From an optimization exercise on the open Yosys and OpenROAD flow, aimed at small area and a short achievable clock period; shortcuts taken in it are not production practice.
RTL that was checked went through simulation tests only; none was proved equivalent to the original.
No activity file was given, so power comes from the tool's default toggle rates.

==> inputs of build 40 <==
Design datapath, start of the top module:
module datapath(datapath_in, vsel, writenum, write, readnum, clk, loada, loadb, shift, asel, bsel, ALUop, loadc, loads, datapath_out, Z_out);
  input write, clk, loada, loadb, vsel, asel, bsel, loadc, loads;
  input [1:0] shift, ALUop;
  input [2:0] writenum, readnum;
  input [15:0] datapath_in;
  output [15:0] datapath_out;
  output Z_out;
  reg [15:0] R0, R1, R2, R3, R4, R5, R6, R7;
  reg [15:0] A, B, C;
  reg S;
  wire [15:0] wdata = vsel ? datapath_in : C;
  always @(posedge clk) begin
    if (write && writenum == 3'd0) R0 <= wdata;
    if (write && writenum == 3'd1) R1 <= wdata;
    if (write && writenum == 3'd2) R2 <= wdata;
    if (write && writenum == 3'd3) R3 <= wdata;
    if (write && writenum == 3'd4) R4 <= wdata;
    if (write && writenum == 3'd5) R5 <= wdata;
    if (write && writenum == 3'd6) R6 <= wdata;
    if (write && writenum == 3'd7) R7 <= wdata;
  end
  wire [7:0] rsel = 8'b1 << readnum;
  ...
make LEC_CHECK=0 CAP_MARGIN=20 CORE_MARGIN=2 CORE_UTILIZATION=65 SLEW_MARGIN=20 finish   # period 5.0 ns
run.sh (not shown) runs the stock make flow with config.mk's settings and CLKGATE_MAP_FILE= SYNTH_SCRIPT=/design/flow/synth_recipe.tcl, a recipe that flattens the netlist after the stock synthesis.
==> trial 49 (differences from build 40) <==
--- a/flow/config.mk
+++ b/flow/config.mk
@@ -7,5 +7,5 @@
 export LEC_CHECK = 0
 export CAP_MARGIN = 20
 export CORE_MARGIN = 2
-export CORE_UTILIZATION = 65
+export CORE_UTILIZATION = 40
 export SLEW_MARGIN = 20
==> notes <==
Area after synthesis is the same in build 40 and trial 49.
In synthesized cell count, trial 49 and build 40 do not differ.
Between trial 49 and build 40, the lower worst hold slack is in trial 49 (gap 36 ps).
Against trial 49, the critical path depth of build 40 is higher by 1.
Against trial 49, the clock skew of build 40 is lower by 6.1 ps.
Global-route usage: build 40 is higher than trial 49 (12 points).
Between build 40 and trial 49, the lower sequential share of layout area is in trial 49 (gap 0.63 points).
First-iteration DRC count: trial 49 is lower than build 40 (18%).
Of trial 49 and build 40, trial 49 has the higher final cell count (gap 11%, measured against build 40).
Combinational power is about the same in build 40 and trial 49.
Die area: build 40 is smaller than trial 49 (38%).
==> figures <==
| item | trial 49 | build 40 |
|---|---|---|
| Buffering stage count on the worst path with inverters included | 1 | 2 |
| Post-Layout Cell Count | 1039 | 932 |
| Final critical path time including I/O delays and setup | 4360 ps | 4420 ps |
| Fmax achieved | 0.229 GHz | 0.226 GHz |
| Met3 wirelength from detailed routing | 923 µm | 1600 µm |
| WP data arrival | 4510 ps | 4580 ps |
| P_sw | 0.00102 W | 0.00101 W |
| Average wire per cell in the routed design | 21.8 µm | 23.6 µm |
| Non-clock buffer contribution to total cell area | 6.82% | 6.69% |
| Layout fillers | 1959 | 824 |
| Well tap count | 280 | 176 |
| Post-placement setup slack | 248 ps | 208 ps |
| Area occupied by multi-input gates | 0.00335 mm² | 0.00335 mm² |
| PD cells | 357 mW/mm² | 365 mW/mm² |
| Leakage power | 3.67 nW | 3.67 nW |
| Global-route usage over all layers | 19.5% | 31.7% |
| Core area | 0.0219 mm² | 0.0133 mm² |
| Total wirelength of the detailed-routed design | 22600 µm | 22000 µm |
| Outcome | timing/DRC/antenna clean | timing/DRC/antenna clean |
| Critical path's largest stage delay | 680 ps | 540 ps |
| Buffer count excluding the clock tree in the final layout | 78 | 75 |
| Detailed-routed wire length on met2 | 11100 µm | 11100 µm |
| Net Sw Frac | 27.2% | 26.8% |
Function was not checked in any run of this note: the RTL went through the layout flow alone.

---

==> yarrow <==
datapath, a different RTL version from the one above (not shown whole).
export LEC_CHECK = 0
export CAP_MARGIN = 20
export CORE_MARGIN = 2
export CORE_UTILIZATION = 65
export SETUP_SLACK_MARGIN = 2.6
export SLEW_MARGIN = 20
export SYNTH_HIERARCHICAL = 1
export SYNTH_MINIMUM_KEEP_SIZE = 0
create_clock -name core_clock -period 5.0 [get_ports {clk}]
standard.sh (not shown) runs the stock make flow with config.mk's settings and CLKGATE_MAP_FILE= SYNTH_SCRIPT=/design/flow/synth_recipe.tcl, a recipe that flattens the netlist after the stock synthesis.
==> flow/flow/run.sh <==
#!/bin/bash
# Layout flow: the standard flow (standard.sh, unchanged synthesis) with
# smaller port buffers and no dummy clock loads. Each tool's full output
# stays in orfs/logs/; make's own output goes to flow_make.log here.
set -euo pipefail
bash standard.sh \
  "BUFFER_PORTS_ARGS=-buffer_cell sky130_fd_sc_hd__buf_2" \
  "CTS_ARGS=-sink_clustering_enable -repair_clock_nets -dont_use_dummy_load" \
  finish > flow_make.log 2>&1
==> inputs of pepper, as changes to yarrow <==
==> flow/run.sh (new file) <==
#!/bin/bash
# synth_recipe.tcl (not shown) runs the flow's synth.tcl, then flattens the netlist and writes it again
# the make line also repeats each setting of config.mk as NAME=value (left out here)
make -C /OpenROAD-flow-scripts/flow DESIGN_CONFIG=/design/flow/config.mk WORK_HOME=/design/flow/orfs CLKGATE_MAP_FILE= SYNTH_SCRIPT=/design/flow/synth_recipe.tcl finish
removed: flow/flow/run.sh
removed: flow/standard.sh
==> comparison table <==
item                                                                        yarrow                     pepper
Cell type of the slowest stage on the worst timing path  sky130_fd_sc_hd__a222oi_1  sky130_fd_sc_hd__a221oi_2
Final worst slack                                                          1740 ps                    1610 ps
Status                                                    timing/DRC/antenna clean   timing/DRC/antenna clean
Routed length on met1                                                      8170 µm                    8760 µm
Number of placed instances with taps included                                  763                        775
Placement Setup Slack                                                       696 ps                     332 ps
Wire length of the first global-routing pass                              31200 µm                   32500 µm
Worst hold path endpoint                                            B[0]$_DFFE_PP_             B[6]$_DFFE_PP_
Pint                                                                       2.69 mW                    2.88 mW
Worst VDD drop                                                              307 µV                     341 µV
Length of routed met3 wiring                                               1390 µm                    2720 µm
Slew at the pin closest to its max-slew limit                               938 ps                    1070 ps
Reg-to-reg critical path endpoint                                  C[13]$_DFFE_PP_            C[10]$_DFFE_PP_
Via count                                                                     5670                       5944
Clock network power consumption                                            1.06 mW                    1.41 mW
Data arrival time of the worst path                                        3430 ps                    3560 ps
All-Layer GR Usage                                                           32.8%                      33.7%
Final-layout fill cell count                                                   569                        461
Multi-input logic portion of the cell area                                   31.2%                      29.9%
Via density                                                                   6.69                       6.89
Utilization of the core after routing                                        83.5%                      87.1%
Total Power                                                                3.64 mW                    4.01 mW
Switching power                                                             941 µW                    1.13 mW
Vias in the first global route                                                5631                       5760

## port drivers added, routing unchanged
No port has a modelled driver above. Below, the same layouts with a new extraction and two added sets of constraints. Step 1: set_driving_cell puts a clkbuf_16 on clk and a buf_2 on each other input, an assumption about the parent block. Step 2 also shifts input and output timing later by t, the mid clock arrival at the registers, as if the neighbouring blocks saw the same clock. a / b / c = ideal ports / drivers / drivers and shift; a / b = the first two.
run	t (ns)	setup slack, ns	latest minus earliest clock arrival (ns)
build 40	0.472	0.581 / 0.598 / 0.126	0.008 / 0.008
trial 49	0.464	0.637 / 0.622 / 0.159	0.016 / 0.015
yarrow	0.457	1.741 / 1.735 / 1.278	0.019 / 0.020
pepper	0.468	1.610 / 1.603 / 1.135	0.011 / 0.012
After both steps setup and hold are still met in every run listed. For trial 49, which loses most, drivers alone change the setup slack by -0.015 ns; drivers and shift together by -0.478 ns.
